Source: an optimization exercise on an open RTL-to-GDS flow (aim: small area). Production flows keep margins and buffers that such runs may drop. The RTL was checked by simulation tests, not by an equivalence proof against the original design. Power and IR drop assume default switching activity.

==> flow/design.v, too long to show whole: its modules and the start of the top module <==
// module reset_synch: 15 lines
// module UART_tx: 78 lines
// module UART_rcv: 89 lines
// module UART: 13 lines
// module UART_wrapper: 58 lines
// module cmd_proc: 107 lines
// module maze_solve: 81 lines
// module navigate: 118 lines
// module SPI_mnrch: 99 lines
// module SPI_a2d: 106 lines
// module SPI_inrt: 113 lines
// module inertial_integrator: 117 lines
// module inert_intf: 109 lines
// module IR_math: 9 lines
// module IR_corr: 22 lines
// module I_term: 21 lines
// module D_term: 30 lines
// module P_term: 8 lines
// module PID: 47 lines
// module DutyScaleROM: 76 lines
// module PWM12: 26 lines
// module PWM8: 6 lines
// module MtrDrv: 34 lines
// module spd_scale: 214 lines
// module A2D_intf: 62 lines
// module sensor_intf: 256 lines
// module piezo_drv: 166 lines
// module MazeRunner: 115 lines
// module rc_add: 15 lines
// module rc_inc: 12 lines
// module rc_ge: 12 lines
module MazeRunner(
  input clk, RST_n,						 
  output INRT_SS_n,INRT_SCLK,INRT_MOSI,	 
  input INRT_MISO,						 
  input INRT_INT,						 
  output A2D_SS_n,A2D_SCLK,A2D_MOSI,	 
  input A2D_MISO,						 
  output lftPWM1,lftPWM2,				 
  output rghtPWM1,rghtPWM2,				 
  input RX,								 
  input hall_n,							 
  output TX,							 
  output piezo,piezo_n,					 
  output IR_lft_en,						 
  output IR_cntr_en,					 
  output IR_rght_en,					 
  output [7:0] LED
);
  // ...
==> flow/run.sh <==
#!/bin/bash
# synth_recipe.tcl (not shown) runs the flow's synth.tcl, then flattens the netlist and writes it again
# the make line also repeats each setting of config.mk as NAME=value (left out here)
make -C /OpenROAD-flow-scripts/flow DESIGN_CONFIG=/design/flow/config.mk WORK_HOME=/design/flow/orfs CLKGATE_MAP_FILE= SYNTH_SCRIPT=/design/flow/synth_recipe.tcl finish
==> flow/config.mk <==
export PLATFORM = sky130hd
export DESIGN_NAME = MazeRunner
export DESIGN_NICKNAME = MazeRunner
export VERILOG_FILES = /design/flow/design.v
export SDC_FILE = /design/flow/constraint.sdc
export NUM_CORES = 4
export LEC_CHECK = 0
export ABC_AREA = 1
export CAP_MARGIN = 20
export CORE_MARGIN = 2
export CORE_UTILIZATION = 65
export CTS_CLUSTER_DIAMETER = 120
export CTS_CLUSTER_SIZE = 25
export PLACE_DENSITY = 0.8
export SLEW_MARGIN = 20
==> flow/constraint.sdc <==
create_clock -name core_clock -period 27.0 [get_ports {clk}]
set_input_delay 5.4000 -clock core_clock [delete_from_list [all_inputs] [get_ports {clk}]]
set_output_delay 5.4000 -clock core_clock [all_outputs]
set_load 0.01 [all_outputs]
==> flow_summary.json, run 1 <==
{
  "layout-drive-gt1-share_pct": 3.18,
  "design_area_sq_um": 38800,
  "crit_buf_inv": 16,
  "synth_top_area_share_pct": 24.2,
  "multi_input_area_share_pct": 52.8,
  "synth-adder-area-share_pct": 31.6,
  "num-multi-input-gates": 2545,
  "start_kind": "flip-flop",
  "ir_worst_vdd_mv": 0.0528,
  "place.gp.congestion": 0.986,
  "mostFrequentLayoutCells": "inv_1, nand2_1, fa_1, nor2_1, ha_1",
  "n_all_inverters": 855,
  "cp_max_fo": 10,
  "critical_path.slowest_cell": "fa_1",
  "p_sw_share_pct": 21.7,
  "status": "complete, no violations",
  "synthMuxAreaShare_pct": 0.436,
  "htreeDepth": 1,
  "n_antenna_cell": 0,
  "crit_cells": 84,
  "num_rows": 87,
  "place_area_sq_um": 38000,
  "yosys_warnings": 20,
  "timing.final.ws_setup_ps": 4930,
  "drt_iter0_drc": 2244,
  "synth.most_common_cell": "inv_1",
  "via_per_inst": 5.45,
  "hold_end": "iRST.rst_n",
  "reg_top3": "iNEMO.iINT.yaw_int: 25 flops, ICHRG.dur_hi: 20 flops, iNEMO.iINT.yaw_off: 17 flops"
}
==> module sensor_intf, before the edit <==
module sensor_intf(clk,rst_n,IR_lft_en,IR_cntr_en,IR_rght_en,lft_IR,
                   rght_IR,IR_Dtrm,vbatt,lft_opn,rght_opn,strt_cal,
				   frwrd_opn,batt_low,A2D_SS_n,
				   A2D_SCLK,A2D_MOSI,A2D_MISO,tmr,IR_corr_n);
  parameter FAST_SIM = 1'b1;
  parameter NOM_IR = 12'h900;		 
  input clk,rst_n;					 
  input A2D_MISO;
  input strt_cal;					 
  output IR_lft_en;					 
  output IR_cntr_en;
  output IR_rght_en;
  output reg [11:0] lft_IR;				 
  output reg [11:0] rght_IR;			 
  output reg [8:0] IR_Dtrm;					 
  output [11:0] vbatt;					 
  output lft_opn,frwrd_opn,rght_opn;	 
  output batt_low;						 
  output A2D_SS_n;						 
  output A2D_MOSI, A2D_SCLK;			 
  input [10:0] tmr;						 
  output [11:0] IR_corr_n;				 
  typedef enum reg [2:0] {LFT_STTL,LFT_CPTR,CNTR_STTL,CNTR_CPTR,RGHT_STTL,
                          RGHT_CPTR,BATT_STTL,BATT_CPTR} state_t;
  typedef enum reg {IDLE,CAL} cal_state_t;
  state_t state,nxt_state;
  cal_state_t cal_state, nxt_cal_state;
  wire [11:0] res;
  wire cnv_cmplt;
  wire IR_duty;
  wire signed [8:0] lft_IR_Dtrm,rght_IR_Dtrm;
  wire signed [9:0] IR_Dtrm_sum;
  wire sttl_ovr;				 
  wire [13:0] vbatt_accum;		 
  wire [11:0] IR_err;			 
  logic strt_cnv;
  logic capture_batt,capture_rght,capture_lft,capture_cntr;
  logic [2:0] chnnl;
  logic [1:0] IR_sel;
  logic clr_avg_accums;
  logic accum_lft,accum_rght;
  logic ld_offs;
  reg frwrd_opn_r;		 
  reg [11:0] lft_IR_prev1,rght_IR_prev1;	 
  reg [11:0] lft_IR_prev2,rght_IR_prev2;	 
  reg [11:0] vbatt1,vbatt2,vbatt3;	 
  reg [14:0] lft_accum,rght_accum;			 
  wire [11:0] lft_off_reg,rght_off_reg;		 
  reg [3:0] smpl_cnt;
  wire [3:0] smpl_cnt_inc;
  rc_inc #(4) iSMPLINC(.a(smpl_cnt), .s(smpl_cnt_inc));
  localparam OPEN_THRES = 12'hD30;
  localparam OPEN_THRES_FRNT = 12'hDC0;
  localparam HUG = 12'h0E0;			 
  assign sttl_ovr = &tmr[10:0];
  always_ff @(posedge clk, negedge rst_n)
    if (!rst_n) begin
      vbatt1 <= 12'hC00;
	  vbatt2 <= 12'hC00;
	  vbatt3 <= 12'hC00;
	  vbatt_hi <= 8'hC0;		 
    end else if (capture_batt) begin
      vbatt1 <= res;
	  vbatt2 <= vbatt1;
	  vbatt3 <= vbatt2;
	  vbatt_hi <= vbatt_accum[13:6];
	end
  wire [12:0] vb12, vb34;
  reg [7:0] vbatt_hi;
  rc_add #(13) iVB12(.a({1'b0,vbatt1}), .b({1'b0,vbatt2}), .ci(1'b0), .s(vb12), .co());
  rc_add #(13) iVB34(.a({1'b0,vbatt3}), .b({1'b0,res}), .ci(1'b0), .s(vb34), .co());
  rc_add #(14) iVBSUM(.a({1'b0,vb12}), .b({1'b0,vb34}), .ci(1'b0), .s(vbatt_accum), .co());
  assign vbatt = {vbatt_hi,4'h0};				 
  assign batt_low = (vbatt[11:4]<8'hD9)? 1'b1 : 1'b0;	 
  always_ff @(posedge clk, negedge rst_n)
    if (!rst_n)
      frwrd_opn_r <= 1'b0;
    else if (capture_cntr)
      frwrd_opn_r <= (res>OPEN_THRES_FRNT) ? 1'b1 : 1'b0;
  wire [11:0] IR_new;
  wire [11:0] off_sel;
  assign off_sel = (state==LFT_CPTR) ? lft_off_reg : rght_off_reg;
  rc_add #(12) iIRSUB(.a(res), .b(~off_sel), .ci(1'b1), .s(IR_new), .co());
  always_ff @(posedge clk)
    if (capture_rght) begin
      rght_IR <= IR_new;
	  rght_IR_prev1 <= rght_IR;
	  rght_IR_prev2 <= rght_IR_prev1;
	  rght_IR_D <= cap_IR_Dtrm;
    end
  always_ff @(posedge clk)
    if (capture_lft) begin
      lft_IR <= IR_new;
	  lft_IR_prev1 <= lft_IR;
	  lft_IR_prev2 <= lft_IR_prev1;
	  lft_IR_D <= cap_IR_Dtrm;
	end
  wire [12:0] cap_IR_diff;
  wire [8:0] cap_IR_Dtrm;
  reg [8:0] lft_IR_D, rght_IR_D;
  rc_add #(13) iCDIFF(.a({1'b0,IR_new}), .b({1'b1,~((state==LFT_CPTR) ? lft_IR_prev2 : rght_IR_prev2)}), .ci(1'b1), .s(cap_IR_diff), .co());
  assign cap_IR_Dtrm = (cap_IR_diff[12] & ~&cap_IR_diff[11:8]) ? 9'h100 :
                       (~cap_IR_diff[12] & |cap_IR_diff[11:8]) ? 9'h0FF :
					   cap_IR_diff[8:0];
  assign lft_IR_Dtrm = lft_IR_D;
  assign rght_IR_Dtrm = rght_IR_D;
  rc_add #(10) iDSUM(.a({lft_IR_Dtrm[8],lft_IR_Dtrm}), .b(~{rght_IR_Dtrm[8],rght_IR_Dtrm}), .ci(1'b1), .s(IR_Dtrm_sum), .co());
  wire [8:0] IR_Dtrm_n;
  assign IR_Dtrm_n = ((lft_opn) && (rght_opn)) ? 9'h000 :		 
              (lft_opn) ? ~{rght_IR_Dtrm[8],rght_IR_Dtrm[8:1]} :				 
	      (rght_opn) ? {lft_IR_Dtrm[8],lft_IR_Dtrm[8:1]} :				 
	      IR_Dtrm_sum[9:1];
  always_ff @(posedge clk)
    IR_Dtrm <= IR_Dtrm_n;
  wire [11:0] lft_IR_n, rght_IR_n;
  assign lft_IR_n = capture_lft ? IR_new : lft_IR;
  assign rght_IR_n = capture_rght ? IR_new : rght_IR;
  IR_corr #(NOM_IR) iCORR(.lft_IR(lft_IR_n), .rght_IR(rght_IR_n), .IR_Dtrm(IR_Dtrm_n), .corr(IR_corr_n));
  always_ff @(posedge clk, negedge rst_n)
    if (!rst_n)
      state <= LFT_STTL;
    else
      state <= nxt_state;
  always_comb begin
    strt_cnv = 0;
    capture_batt = 0;
    capture_rght = 0;
    capture_lft = 0;
    capture_cntr = 0;
    chnnl = 3'b000;
    IR_sel = 2'b00;		 
    nxt_state = state;
    case (state)
      LFT_STTL : begin
	    IR_sel = 2'b01;				 
	    if (sttl_ovr) begin
	      chnnl = 3'b101;			 
	      strt_cnv = 1;
	      nxt_state = LFT_CPTR;
		end
	  end
	  LFT_CPTR : begin
	    IR_sel = 2'b01;				 
		if (cnv_cmplt) begin
		  capture_lft = 1;
		  nxt_state = CNTR_STTL;
		end
	  end
      CNTR_STTL : begin
	    IR_sel = 2'b10;				 
	    if (sttl_ovr) begin
	      chnnl = 3'b111;			 
	      strt_cnv = 1;
	      nxt_state = CNTR_CPTR;
		end
	  end	    
	  CNTR_CPTR : begin
	    IR_sel = 2'b10;				 
		if (cnv_cmplt) begin
		  capture_cntr = 1;
		  nxt_state = RGHT_STTL;
		end
	  end
      RGHT_STTL : begin
	    IR_sel = 2'b11;				 
	    if (sttl_ovr) begin
	      chnnl = 3'b010;			 
	      strt_cnv = 1;
	      nxt_state = RGHT_CPTR;
		end
	  end
	  RGHT_CPTR : begin
	    IR_sel = 2'b11;				 
		if (cnv_cmplt) begin
		  capture_rght = 1;
		  nxt_state = BATT_STTL;
		end
	  end
	  BATT_STTL : begin
	    if (sttl_ovr) begin
	      chnnl = 3'b000;			 
	      strt_cnv = 1;
	      nxt_state = BATT_CPTR;
		end
	  end
	  BATT_CPTR : begin
	    if (cnv_cmplt) begin
	      capture_batt = 1;
		  nxt_state = LFT_STTL;
	    end
	  end
    endcase
  end
  rc_add #(12) iIRERR(.a(res), .b(12'h000 - NOM_IR - HUG), .ci(1'b0), .s(IR_err), .co());
  wire [14:0] accum_new;
  rc_add #(15) iACC(.a((state==LFT_CPTR) ? lft_accum : rght_accum), .b({{3{IR_err[11]}},IR_err}), .ci(1'b0), .s(accum_new), .co());
  always_ff @(posedge clk, negedge rst_n)
    if (!rst_n)
	  lft_accum <= 15'h0000;
    else if (clr_avg_accums)
	  lft_accum <= 15'h0000;
	else if (accum_lft && !ld_offs)
	  lft_accum <= accum_new;
  always_ff @(posedge clk, negedge rst_n)
    if (!rst_n)
	  rght_accum <= 15'h0000;
    else if (clr_avg_accums)
	  rght_accum <= 15'h0000;
	else if (accum_rght && !ld_offs)
	  rght_accum <= accum_new;
  always_ff @(posedge clk)
    if (clr_avg_accums)
	  smpl_cnt <= 4'h0;
	else if (accum_rght)	 
	  smpl_cnt <= smpl_cnt_inc;
  assign lft_off_reg = (cal_state==CAL) ? 12'h000 : lft_accum[14:3];
  assign rght_off_reg = (cal_state==CAL) ? 12'h000 : rght_accum[14:3];
  always_ff @(posedge clk, negedge rst_n)
    if (!rst_n)
      cal_state <= IDLE;
    else
      cal_state <= nxt_cal_state;
  always_comb begin
    clr_avg_accums = 0;
    accum_lft = 0;
	accum_rght = 0;
	ld_offs = 0;
    nxt_cal_state = cal_state;
	case (cal_state)
	  IDLE : begin
	    if (strt_cal) begin
		  clr_avg_accums = 1;
		  nxt_cal_state = CAL;
		end
	  end
	  CAL : begin
	    accum_lft = capture_lft;
		accum_rght = capture_rght;
		if (smpl_cnt == 4'h8) begin
		  ld_offs = 1;
		  nxt_cal_state = IDLE;
		end
	  end
	endcase
  end
  assign lft_opn = (lft_IR>OPEN_THRES) ? 1'b1 : 1'b0;
  assign frwrd_opn = frwrd_opn_r;
  assign rght_opn = (rght_IR>OPEN_THRES) ? 1'b1 : 1'b0;
  A2D_intf iA2D(.clk(clk),.rst_n(rst_n),.strt_cnv(strt_cnv),.cnv_cmplt(cnv_cmplt),
                .chnnl(chnnl),.res(res),.SS_n(A2D_SS_n),.SCLK(A2D_SCLK),.MOSI(A2D_MOSI),
  			    .MISO(A2D_MISO));
  PWM8 iDRV(.clk(clk),.rst_n(rst_n),.cnt(tmr[7:0]),.PWM_sig(IR_duty));
  assign IR_lft_en = (IR_sel==2'b01) ? IR_duty : 1'b0;
  assign IR_cntr_en = (IR_sel==2'b10) ? IR_duty : 1'b0;
  assign IR_rght_en = (IR_sel==2'b11) ? IR_duty : 1'b0;
endmodule
==> run 2, diff against run 1 <==
--- a/flow/design.v
+++ b/flow/design.v
@@ -1852,27 +1852,31 @@
   rc_add #(12) iIRERR(.a(res), .b(12'h000 - NOM_IR - HUG), .ci(1'b0), .s(IR_err), .co());
   wire [14:0] accum_new;
   rc_add #(15) iACC(.a((state==LFT_CPTR) ? lft_accum : rght_accum), .b({{3{IR_err[11]}},IR_err}), .ci(1'b0), .s(accum_new), .co());
-  always_ff @(posedge clk, negedge rst_n)
-    if (!rst_n)
-	  lft_accum <= 15'h0000;
-    else if (clr_avg_accums)
+  always_ff @(posedge clk)
+    if (clr_avg_accums)
 	  lft_accum <= 15'h0000;
 	else if (accum_lft && !ld_offs)
 	  lft_accum <= accum_new;
-  always_ff @(posedge clk, negedge rst_n)
-    if (!rst_n)
-	  rght_accum <= 15'h0000;
-    else if (clr_avg_accums)
+  always_ff @(posedge clk)
+    if (clr_avg_accums)
 	  rght_accum <= 15'h0000;
 	else if (accum_rght && !ld_offs)
 	  rght_accum <= accum_new;
+  reg offs_vld;
+  always_ff @(posedge clk, negedge rst_n)
+    if (!rst_n)
+	  offs_vld <= 1'b0;
+	else if (clr_avg_accums)
+	  offs_vld <= 1'b0;
+	else if (ld_offs)
+	  offs_vld <= 1'b1;
   always_ff @(posedge clk)
     if (clr_avg_accums)
 	  smpl_cnt <= 4'h0;
 	else if (accum_rght)	 
 	  smpl_cnt <= smpl_cnt_inc;
-  assign lft_off_reg = (cal_state==CAL) ? 12'h000 : lft_accum[14:3];
-  assign rght_off_reg = (cal_state==CAL) ? 12'h000 : rght_accum[14:3];
+  assign lft_off_reg = (offs_vld) ? lft_accum[14:3] : 12'h000;
+  assign rght_off_reg = (offs_vld) ? rght_accum[14:3] : 12'h000;
   always_ff @(posedge clk, negedge rst_n)
     if (!rst_n)
       cal_state <= IDLE;
--- a/flow/config.mk
+++ b/flow/config.mk
@@ -6,10 +6,10 @@
 export NUM_CORES = 4
 export LEC_CHECK = 0
 export ABC_AREA = 1
-export CAP_MARGIN = 20
+export CAP_MARGIN = 5
 export CORE_MARGIN = 2
-export CORE_UTILIZATION = 65
+export CORE_UTILIZATION = 72
 export CTS_CLUSTER_DIAMETER = 120
 export CTS_CLUSTER_SIZE = 25
-export PLACE_DENSITY = 0.8
-export SLEW_MARGIN = 20
+export PLACE_DENSITY = 0.88
+export SLEW_MARGIN = 5
==> flow_summary.json, run 2 <==
{
  "reg_top3": "iNEMO.iINT.yaw_int: 25 flops, ICHRG.dur_hi: 20 flops, iNEMO.iINT.yaw_off: 17 flops",
  "slew_headroom_pct": 27.0,
  "yosys_warnings": 20,
  "startpoint": "iCNTRL.err_sat[0]",
  "ios": 31,
  "cts_sinks": 510,
  "status": "complete, no violations",
  "core_sq_um": 51000,
  "critical_path.slowest_cell": "fa_1",
  "synthCells": 3940,
  "cts_buffers": 24,
  "synth_area_leader_cell": "fa_1",
  "cap_violations": 0,
  "layout-drive-gt1-share_pct": 3.43,
  "cts_tree": "done",
  "nNetsFinal": 4594,
  "htreeDepth": 1,
  "fin_crit_sh_pct": 82.0,
  "hp-class": "reg -> reg",
  "clk_pin_slew_ps": 110,
  "p_leak_uw": 0.0186,
  "slowest_delay_ps": 560,
  "powerDensity_nw_per_um2": 32.6,
  "endpoint_kind": "flip-flop",
  "synth_edf_count": 172,
  "postRouteAntennaNets": 0,
  "r2r-end": "iMTR.rghtPWM.PWM2",
  "syn_to_final_growth_pct": 4.04,
  "synth_top_area_share_pct": 24.2,
  "rsz0062_at_grt": "false",
  "critPathArrivalTime_ps": 22640,
  "root_buffer": "clkbuf_16",
  "post_synth.cell_area_avg_sq_um": 9.38,
  "cts-resized-gates": 0,
  "totalWireLength_mm": 78.7,
  "grt_pass1_vias": 26900,
  "crit_end": "iMTR.rghtPWM.PWM2",
  "grt_antenna_before_repair": 0,
  "required_ps": 27500,
  "die_w_um": 231,
  "drc": 0,
  "grt_pass1_wl_mm": 132,
  "seq_area_frac_synth_pct": 34.8,
  "total_power_uw": 1250,
  "top_register": "iNEMO.iINT.yaw_int",
  "largest_reg_flops": 25,
  "start_util_pct": 72.5,
  "drt_iter0_drc": 2355,
  "n_antenna_cell": 0,
  "cp_max_fo": 11,
  "fin_cells": 4614,
  "grt_usage_pct": 30.8,
  "nFillCells": 3340,
  "place_area_sq_um": 37800,
  "place.gp.congestion": 0.997,
  "synth_seq_cells": 510,
  "ys_types": 76,
  "max_freq_ghz": 0.0452,
  "dp.cells": 4570,
  "ff2ff_path_depth": 91,
  "num_rows": 83,
  "fin_skew_ps": 27.9,
  "wl_per_cell_um": 17.0,
  "period_needed_ps": 22130,
  "ir_worst_vdd_mv": 0.0510,
  "hold_violations": 0,
  "start_kind": "flip-flop",
  "cts_buffer_depth": 3,
  "gr-total-overflow": 0,
  "holdBufCountCts": 0,
  "crit_buf_inv": 16,
  "rrSetupSlack_ps": 4870,
  "mostFrequentLayoutCells": "inv_1, nand2_1, fa_1, nor2_1, ha_1",
  "setup-tns-final_ps": 0,
  "dp_hpwl_mm": 61.1,
  "drt_first_pass_iters": 6,
  "crit_family": "adder cells",
  "finalSetupViolCount": 0,
  "grt_max_degree": 83,
  "via_per_inst": 5.72,
  "synth_area_leaders": "fa_1, edfxtp_1, dfrtp_1, inv_1, dfxtp_1",
  "slew_violations": 0,
  "worstSkewPairLatency_ps": 600,
  "final_common_cell": "inv_1",
  "async_flop_share_pct": 36.3,
  "criticalPathCategory": "reg -> reg",
  "die_h_um": 231,
  "synthFlopType": "dfrtp_1",
  "rr_startpoint": "iCNTRL.err_sat[0]",
  "via_count": 26400,
  "worst_pin_slew_ps": 1090,
  "crit_cells": 91,
  "netlist_area_sq_um": 37000,
  "crit_top_cell": "fa_1",
  "synth_common_cells": "inv_1, nand2_1, fa_1",
  "design_area_sq_um": 38500,
  "synth.most_common_cell": "inv_1",
  "dieArea_sq_um": 53200,
  "port_buffers": 23,
  "cts_setup_buffers": 0
}
## run 2: changes by cell type after synthesis, moves of 10 or more
cell / previous run / this run
mux2_2: 7 / 18
o21ai_2: 2 / 12
o21ai_0: 213 / 200
dfxtp_1: 123 / 153
inv_1: 833 / 845
a21oi_1: 115 / 127
nand2_1: 730 / 626
dfrtp_1: 202 / 173
## run 2: layer usage
metal / up-vias / global-route usage [%] / share of wire [%]
met5: - / 0 / 0
met4: 0 / 10.1 / 3.7
met3: 231 / 4.94 / 7.9
met2: 1110 / 51.7 / 48
met1: 12800 / 41.5 / 40
li1: 12200 / - / -
## run 2: stage by stage
stage	hold WS, ps	setup slack [ps]	utilization, %
after floorplan	292	6430	-
after global placement	297	5810	74.0
after detailed placement	299	4980	74.0
after CTS	300	4900	75.4
after global routing	302	3650	75.4
final	297	4870	75.4
## run 2: cell type report
class	count	area, sq um	area share, %
Clock inverter	2	32.5	0.0846
Inverter	862	3240	8.42
Tap cell	680	851	2.21
Timing Repair Buffer	36	328	0.852
Multi-Input combinational cell	2482	20500	53.2
Sequential cell	510	12900	33.5
Clock buffer	42	678	1.76
## run 2: report_power, final
| group | internal, uW | switching [uW] | leakage (uW) | total (uW) |
|---|---|---|---|---|
| Sequential | 804 | 4.17 | 0.00523 | 808 |
| Combinational | 8.40 | 17.2 | 0.0131 | 25.7 |
| Clock | 175 | 246 | 0.000337 | 421 |
| Total | 987 | 267 | 0.0186 | 1250 |
## run 2: worst min path at each step
stage | startpoint | endpoint | depth (start not counted)
final | iRST.ff1 | iRST.rst_n | 0
after global routing | iRST.ff1 | iRST.rst_n | 0
after CTS | iRST.ff1 | iRST.rst_n | 0
after detailed placement | iRST.ff1 | iRST.rst_n | 0
after global placement | iRST.ff1 | iRST.rst_n | 0
after floorplan | iRST.ff1 | iRST.rst_n | 0
## run 2: cells by family (layout without fill, tap and decap cells)
| kind of cell | after synthesis | count (layout) | share of synthesized area, % |
|---|---|---|---|
| and+or+nand+nor | 1239 | 1239 | 13.8 |
| buffers and inverters | 954 | 942 | 9.91 |
| adders and majority gates | 671 | 671 | 31.8 |
| DFF | 510 | 510 | 34.8 |
| AOI/OAI and AO/OA | 507 | 507 | 8.14 |
| muxes | 32 | 32 | 0.927 |
| xor gates and xnor gates | 25 | 25 | 0.592 |
| other | 2 | 8 | 0.0203 |
==> run 3, diff against run 2 <==
--- a/flow/config.mk
+++ b/flow/config.mk
@@ -6,10 +6,10 @@
 export NUM_CORES = 4
 export LEC_CHECK = 0
 export ABC_AREA = 1
-export CAP_MARGIN = 5
+export CAP_MARGIN = 20
 export CORE_MARGIN = 2
 export CORE_UTILIZATION = 72
 export CTS_CLUSTER_DIAMETER = 120
 export CTS_CLUSTER_SIZE = 25
 export PLACE_DENSITY = 0.88
-export SLEW_MARGIN = 5
+export SLEW_MARGIN = 20
==> flow_summary.json, run 3 <==
{
  "grt_antenna_before_repair": 0,
  "synth.most_common_cell": "inv_1",
  "worstSkewPairLatency_ps": 600,
  "synth_seq_cells": 510,
  "total_power_uw": 1260,
  "dp_hpwl_mm": 61.1,
  "ys_types": 76,
  "root_buffer": "clkbuf_16",
  "via_count": 26300,
  "clk_pin_slew_ps": 110,
  "port_buffers": 23,
  "cts_tree": "done",
  "holdBufCountCts": 0,
  "yosys_warnings": 20,
  "synth_area_leader_cell": "fa_1",
  "cp_max_fo": 11,
  "postRouteAntennaNets": 0,
  "grt_pass1_vias": 26900,
  "mostFrequentLayoutCells": "inv_1, nand2_1, fa_1, nor2_1, ha_1",
  "setup-tns-final_ps": 0,
  "cap_violations": 0,
  "drt_iter0_drc": 2423,
  "drt_first_pass_iters": 5,
  "cts_sinks": 510,
  "die_w_um": 231,
  "grt_usage_pct": 30.8,
  "hold_violations": 0,
  "synth_edf_count": 172,
  "cts_buffers": 24,
  "cts_buffer_depth": 3,
  "pre_cts_ws_ps": 4980,
  "criticalPathCategory": "reg -> reg",
  "cts-resized-gates": 0,
  "seq_area_frac_synth_pct": 34.8,
  "num_rows": 83,
  "ios": 31,
  "fin_crit_sh_pct": 82.0,
  "grt_pass1_wl_mm": 132,
  "critical_path.slowest_cell": "fa_1",
  "critPathArrivalTime_ps": 22640,
  "syn_to_final_growth_pct": 4.07,
  "nNetsFinal": 4594,
  "max_freq_ghz": 0.0452,
  "synthFlopType": "dfrtp_1",
  "grt_max_degree": 83,
  "netlist_area_sq_um": 37000,
  "worst_pin_slew_ps": 980,
  "post_synth.cell_area_avg_sq_um": 9.38,
  "reg_top3": "iNEMO.iINT.yaw_int: 25 flops, ICHRG.dur_hi: 20 flops, iNEMO.iINT.yaw_off: 17 flops",
  "synth_top_area_share_pct": 24.2,
  "timing.final.ws_setup_ps": 4860,
  "die_h_um": 231,
  "endpoint_kind": "flip-flop",
  "slowest_delay_ps": 560,
  "required_ps": 27510,
  "rsz0062_at_grt": "false",
  "finalSetupViolCount": 0,
  "core_sq_um": 51000,
  "ir_worst_vdd_mv": 0.0504,
  "wl_per_cell_um": 17.1,
  "start_kind": "flip-flop",
  "cts_setup_buffers": 0,
  "gr-total-overflow": 0,
  "dp.cells": 4570,
  "synth_area_leaders": "fa_1, edfxtp_1, dfrtp_1, inv_1, dfxtp_1",
  "period_needed_ps": 22140,
  "hp-class": "reg -> reg",
  "drc": 0,
  "totalWireLength_mm": 78.7,
  "dieArea_sq_um": 53200,
  "final_common_cell": "inv_1",
  "largest_reg_flops": 25,
  "fin_cells": 4614,
  "p_leak_uw": 0.0187,
  "status": "complete, no violations",
  "n_antenna_cell": 0,
  "via_per_inst": 5.71,
  "crit_top_cell": "fa_1",
  "synthCells": 3940,
  "synth_common_cells": "inv_1, nand2_1, fa_1",
  "layout-drive-gt1-share_pct": 3.43,
  "htreeDepth": 1,
  "fin_skew_ps": 28.5,
  "slew_violations": 0,
  "nFillCells": 3337,
  "top_register": "iNEMO.iINT.yaw_int",
  "powerDensity_nw_per_um2": 32.7,
  "place.gp.congestion": 0.997,
  "slew_headroom_pct": 34.7,
  "start_util_pct": 72.5,
  "async_flop_share_pct": 36.3
}
## run 3: worst paths after layout
kind | startpoint | to | slack [ps] | cells after the start
min reg2reg | iRST.ff1 | iRST.rst_n | 300 | 0
max reg2reg | iCNTRL.err_sat[0] | iMTR.rghtPWM.PWM2 | 4860 | 91
min | iRST.ff1 | iRST.rst_n | 300 | 0
max | iCNTRL.err_sat[0] | iMTR.rghtPWM.PWM2 | 4860 | 91
max in group asynchronous | RST_n | iRST.ff1 | 8490 | 1
min in group asynchronous | iRST.rst_n | ICHRG.state[0] | 13960 | 1
## run 3: critical path: cells and delay by family (launching register included)
kind,cells,cell delay (ps)
compound gates,5,1420
fa+ha+maj,42,16500
buf+inv,16,1620
flops,1,440
simple gates,28,2040
## run 3: per-layer routing
metal	vias to the layer above	share of wire, %	track usage, %
li1	12200	-	-
met1	12800	40	41.5
met2	1094	49	51.7
met3	208	7.9	4.94
met4	0	3.6	10.1
met5	-	0	0
## run 3: power breakdown
part	switching, uW	leakage [uW]	internal, uW
logic	17.7	0.0131	8.42
clock network	247	0.000337	175
registers	4.67	0.00523	804
## run 3: stage by stage
step	utilization (%)	hold slack (ps)	cell area (sq um)
after floorplan	-	292	37000
after global placement	74.0	297	37800
after detailed placement	74.0	299	37800
after CTS	75.4	300	38500
after global routing	75.5	302	38500
final	75.5	297	38500
## run 3: area by class of cell
| type | instances | area (sq um) | share of cell area (%) |
|---|---|---|---|
| multi-input cells | 2482 | 20500 | 53.2 |
| clock inverters | 2 | 32.5 | 0.0846 |
| well taps | 680 | 851 | 2.21 |
| clock buffers | 42 | 678 | 1.76 |
| flip-flops and latches | 510 | 12900 | 33.5 |
| repair buffers | 36 | 328 | 0.852 |
| inverters | 862 | 3240 | 8.42 |
## run 3: cells by family after synthesis
group | Yosys count | synth area share [%]
and+or+nand+nor | 1239 | 13.8
xor gates and xnor gates | 25 | 0.592
other | 2 | 0.0203
muxes | 32 | 0.927
AOI/OAI and AO/OA | 507 | 8.14
buffers and inverters | 954 | 9.91
DFF | 510 | 34.8
adders and majority gates | 671 | 31.8
==> run 4, diff against run 3 <==
--- a/flow/config.mk
+++ b/flow/config.mk
@@ -8,8 +8,8 @@
 export ABC_AREA = 1
 export CAP_MARGIN = 20
 export CORE_MARGIN = 2
-export CORE_UTILIZATION = 72
+export CORE_UTILIZATION = 80
 export CTS_CLUSTER_DIAMETER = 120
 export CTS_CLUSTER_SIZE = 25
-export PLACE_DENSITY = 0.88
+export PLACE_DENSITY = 0.93
 export SLEW_MARGIN = 20
==> flow_summary.json, run 4 <==
{
  "status": "complete, no violations",
  "grt_usage_pct": 37.7,
  "ir_worst_vdd_mv": 0.0583,
  "worst_pin_slew_ps": 971,
  "crit_cells": 84,
  "hp-class": "reg -> reg",
  "synth.most_common_cell": "inv_1",
  "netlist_area_sq_um": 37000,
  "gr-total-overflow": 0,
  "grt_antenna_before_repair": 3,
  "worstSkewPairLatency_ps": 620,
  "start_kind": "flip-flop",
  "drt_first_pass_iters": 10,
  "fin_skew_ps": 50.6,
  "slowest_delay_ps": 670,
  "critPathArrivalTime_ps": 23480,
  "powerDensity_nw_per_um2": 33.2,
  "synth_area_leaders": "fa_1, edfxtp_1, dfrtp_1, inv_1, dfxtp_1",
  "p_leak_uw": 0.0187,
  "rr_startpoint": "iCNTRL.err_sat[0]",
  "startpoint": "iCNTRL.err_sat[0]",
  "crit_buf_inv": 16,
  "slew_violations": 0,
  "synth_area_leader_cell": "fa_1",
  "total_power_uw": 1280,
  "critical_path.slowest_cell": "o31ai_1",
  "finalSetupViolCount": 0,
  "nNetsFinal": 4593,
  "mostFrequentLayoutCells": "inv_1, nand2_1, fa_1, nor2_1, ha_1",
  "ios": 31,
  "synth_seq_cells": 510,
  "multi_input_area_sq_um": 20500,
  "fin_util_pct": 84.5,
  "cts_buffers": 25,
  "postRouteAntennaNets": 0,
  "grt_pass1_wl_mm": 142,
  "max_freq_ghz": 0.0436,
  "nFillCells": 2421,
  "synthCells": 3940,
  "die_h_um": 219,
  "synthFlopType": "dfrtp_1",
  "yosys_warnings": 20,
  "cts-resized-gates": 0,
  "regArea_sq_um": 12900,
  "root_buffer": "clkbuf_16",
  "crit_top_cell": "fa_1",
  "seq_area_frac_synth_pct": 34.8,
  "layout-drive-gt1-share_pct": 3.43,
  "slew_headroom_pct": 35.0,
  "required_ps": 27530,
  "synth_edf_count": 172,
  "post_synth.cell_area_avg_sq_um": 9.38,
  "grt_pass1_vias": 28600,
  "cts_sinks": 510,
  "via_count": 27500,
  "fin_cells": 4535,
  "crit_family": "adder cells",
  "largest_reg_flops": 25,
  "fin_crit_sh_pct": 85.0,
  "clk_pin_slew_ps": 110,
  "core_sq_um": 45500,
  "drc": 0,
  "ys_types": 76,
  "setup-tns-final_ps": 0,
  "cts_buffer_depth": 3,
  "die_w_um": 219,
  "crit_end": "iMTR.rghtPWM.PWM1",
  "holdBufCountCts": 0,
  "dieArea_sq_um": 47900,
  "whs_ps": 308,
  "drt_iter0_drc": 3354,
  "cp_max_fo": 11,
  "endpoint_kind": "flip-flop",
  "dp.cells": 4488,
  "reg_top3": "iNEMO.iINT.yaw_int: 25 flops, ICHRG.dur_hi: 20 flops, iNEMO.iINT.yaw_off: 17 flops",
  "start_util_pct": 81.3,
  "wl_per_cell_um": 19.2,
  "criticalPathCategory": "reg -> reg",
  "dp_hpwl_mm": 65.6,
  "port_buffers": 23,
  "r2r-end": "iMTR.rghtPWM.PWM1",
  "place.gp.congestion": 0.952,
  "top_register": "iNEMO.iINT.yaw_int",
  "rrSetupSlack_ps": 4060,
  "async_flop_share_pct": 36.3,
  "htreeDepth": 1,
  "period_needed_ps": 22940,
  "syn_to_final_growth_pct": 3.89,
  "cap_violations": 0,
  "rsz0062_at_grt": "false",
  "via_per_inst": 6.06,
  "totalWireLength_mm": 86.9,
  "synth_common_cells": "inv_1, nand2_1, fa_1",
  "num_rows": 78,
  "cts_setup_buffers": 0,
  "hold_violations": 0,
  "grt_max_degree": 83,
  "final_common_cell": "inv_1",
  "cts_tree": "done",
  "ff2ff_path_depth": 84,
  "synth_top_area_share_pct": 24.2
}
==> run 4: cell counts after synthesis <==
Identical to the previous run, type by type.
==> run 4: where the power goes <==
group	switching [uW]	leakage, uW	internal (uW)
combinational	18.6	0.0131	8.26
sequential	5.11	0.00523	804
clock	258	0.000361	182
total	282	0.0187	994
==> run 4: worst reg2reg max path: cells and delay by family (launching register included) <==
family | cells | cell delay, ps
adder cells (fa/ha/maj) | 42 | 16740
AO/OA/AOI/OAI | 9 | 2160
buffers and inverters | 16 | 1790
AND/OR/NAND/NOR | 17 | 1770
flip-flops | 1 | 440
==> run 4: layout make-up <==
cell class | count | share of cell area [%]
repair buffers | 34 | 0.814
flip-flops and latches | 510 | 33.5
inverters | 862 | 8.43
clock buffers | 42 | 1.79
diodes | 1 | 0.00652
clock inverters | 4 | 0.176
multi-input cells | 2482 | 53.3
well taps | 600 | 1.95
==> run 4: kinds of logic after synthesis <==
| family | count (synthesis) | share of synthesized area [%] |
|---|---|---|
| other | 2 | 0.0203 |
| AND/OR/NAND/NOR | 1239 | 13.8 |
| AO/OA/AOI/OAI | 507 | 8.14 |
| XOR/XNOR | 25 | 0.592 |
| adder cells (fa/ha/maj) | 671 | 31.8 |
| flip-flops | 510 | 34.8 |
| buffers and inverters | 954 | 9.91 |
| multiplexers | 32 | 0.927 |
==> run 4: worst min-delay path by stage <==
stage | startpoint | end | slack [ps] | cells after the start
after floorplan | iRST.ff1 | iRST.rst_n | 290 | 0
after global placement | iRST.ff1 | iRST.rst_n | 300 | 0
after detailed placement | iRST.ff1 | iRST.rst_n | 310 | 0
after CTS | iRST.ff1 | iRST.rst_n | 310 | 0
after global routing | iRST.ff1 | iRST.rst_n | 320 | 0
final | iRST.ff1 | iRST.rst_n | 310 | 0
==> run 4: stage by stage <==
step	worst slack, ps	area, sq um
finish	4060	38400
global route	3110	38400
CTS	4330	38400
detailed placement	4430	37600
global placement	5700	37600
floorplan	6430	37000
==> run 4: metal layers <==
metal  vias up  track usage [%]  share of wire [%]
li1      12200                -                  -
met1     13300             47.8                 36
met2      1603             63.3                 49
met3       391             7.65                9.6
met4         4             17.1                5.3
met5         -                0              0.031
